This is an optimization exercise on Yosys and OpenROAD, whose aim is small area, not a production implementation.
Only simulation tests tie the RTL to the original design; equivalence was not proved.

==> 06-16: inputs <==
## math_sqrtf32
module math_sqrtf32
(
	input logic 		clk,
	input logic 		rst_n,
	input logic 		sqrt_op_en,
	input logic [31:0] 	sqrt_rb,
	output logic 		sqrt_ra_en,
	output logic [31:0] sqrt_ra,
	output logic 		sqrt_lvf_flag
);
export LEC_CHECK = 0
export ABC_AREA = 1
export CAP_MARGIN = 20
export CORE_MARGIN = 2
export CORE_UTILIZATION = 40
export CTS_BUF_LIST = sky130_fd_sc_hd__clkbuf_8
export PLACE_DENSITY = 0.85
export SLEW_MARGIN = 20
export SYNTH_MEMORY_MAX_BITS = 65536
create_clock -name core_clock -period 16.0 [get_ports {clk}]
standard.sh (not shown) runs the stock make flow with config.mk's settings and CLKGATE_MAP_FILE= SYNTH_SCRIPT=/design/flow/synth_recipe.tcl, a recipe that flattens the netlist after the stock synthesis.
==> flow/flow/run.sh <==
#!/bin/bash
# Own flow: the standard synthesis; then flow/gen4.py writes the same logic as a
# gate netlist (full adders and and-or carry chains mapped by hand) that keeps the
# standard synthesis's registers, names and cell types; then the standard layout.
# If the register sets do not match, the standard netlist is laid out instead.
set -uo pipefail
R=orfs/results/${FLOW_PLATFORM:-sky130hd}/math_sqrtf32/base
bash standard.sh synth > run_synth.log 2>&1 || exit 1
cp $R/1_2_yosys.v std_netlist.v
if python3 flow/gen4.py net flow/params.txt std_netlist.v gate_netlist.v > run_gen.log 2>&1; then
  cp gate_netlist.v $R/1_2_yosys.v
  rm -f $R/1_synth.odb $R/1_synth.sdc
  bash standard.sh synth > run_synth2.log 2>&1 || exit 1
fi
BUFFER_PORTS_ARGS="-buffer_cell sky130_fd_sc_hd__buf_1" bash standard.sh > run_layout.log 2>&1
Other scripts of this flow, unchanged in this note and not shown: flow/flow/gen4.py, flow/flow/params.txt
==> 11-24 (differences from 06-16) <==
Settings changed: CORE_UTILIZATION 40 to 60, PLACE_DENSITY 0.85 to unset.
==> results_dict.tcl <==
set metrics [dict create \
    pre_cts_slack_ns -0.0622 \
    sequential_cell_area_sq_um 3820 \
    register_fraction_of_the_total_cell_area_pct 22.9 \
    clockNetworkAreaShare_pct 2.40 \
    multi_input_area_sq_um 11200 \
    tightest_slew_ns 0.933 \
    run_status "finished clean" \
]
[end of results for 06-16]
==> results_dict.tcl <==
set metrics [dict create \
    global_route.usage.met1_pct 24.6 \
    multi_input_area_sq_um 11100 \
    run_status "finished clean" \
    pre_cts_slack_ns 0.168 \
    postRouteAntennaNets 0 \
    sequential_cell_area_sq_um 3810 \
    startpoint "q_r1[1]$_DFF_P_" \
    clk_pin_slew_ns 0.11 \
]
[end of results for 11-24]

---

==> trial 89 <==
math_sqrtf32 again, from the RTL that the note above started with.
clock: 16.0 ns
lec_check: 0
abc_area: 1
cap_margin: 5
core_margin: 2
core_utilization: 40
cts_buf_list: sky130_fd_sc_hd__clkbuf_8
slew_margin: 5
synth_memory_max_bits: 65536
Scripts as last shown in full above: flow/flow/run.sh
Other scripts of this flow, unchanged in this note and not shown: flow/flow/gen4.py, flow/flow/params.txt
==> inputs of build 33, as changes to trial 89 <==
Settings changed: CAP_MARGIN 5 to 20, PLACE_DENSITY from default to 0.95, SLEW_MARGIN 5 to 20.
==> inputs of build 28, as changes to trial 89 <==
Settings changed: CAP_MARGIN 5 to 20, SLEW_MARGIN 5 to 20.
==> impl_metrics.tcl <==
set metrics [dict create \
    status "finished clean" \
    finalCritPeriodShare 0.974 \
    startpoint "q_r1[0]$_DFF_P_" \
    fin_cells 2390 \
    required_ns 16.40 \
    fin_nets 2009 \
    fin_util 0.467 \
]
[end of results for build 33]
==> impl_metrics.tcl <==
set metrics [dict create \
    status "finished clean" \
    rows 69 \
    finalCritPeriodShare 0.963 \
    fin_cells 2405 \
    startpoint "q_r1[1]$_DFF_P_" \
    nMultiInputCombCells 1571 \
    required_ns 16.42 \
    fin_util 0.470 \
    fillerInstances 3540 \
]
[end of results for build 28]
==> impl_metrics.tcl <==
set metrics [dict create \
    status "finished clean" \
    startpoint "q_r1[1]$_DFF_P_" \
    finalCritPeriodShare 0.963 \
    seq_area_frac 0.227 \
    fin_cells 2405 \
    timing.max_cap.violations 0 \
    required_ns 16.42 \
    r2r_cells 42 \
    multi_input_area_mm2 0.0111 \
    fin_util 0.470 \
    fin_nets 2024 \
]
[end of results for trial 89]

==> re-timing with driven ports <==
The results above use ideal ports. As a check the final layouts listed here were re-extracted and re-timed, cells and wires unchanged. Step 1 assumes that a clkbuf_16 drives the clock port and a buf_2 every other input. Step 2, shift: input delay + t, output delay - t, t = (earliest + latest rising clock arrival at the registers) / 2. This alone moves slack from input paths to output paths. Three values: ideal, step 1, step 2; two values: the first two.
run	shift t [ns]	slack for setup (ns)	worst slew at a driven data input, ns	pins driven straight from the clock port
06-16	0.518	0.489 / 0.489 / 0.489	0.04	1
11-24	0.506	0.566 / 0.566 / 0.564	0.05	1
trial 89	0.531	0.596 / 0.596 / 0.596	0.04	1
build 33	0.512	0.413 / 0.413 / 0.405	0.03	1
build 28	0.531	0.596 / 0.596 / 0.596	0.04	1
After both steps setup and hold are still met in every run listed. For build 33, which loses most, drivers alone change the setup slack by 0.000 ns; drivers and shift together by -0.008 ns.
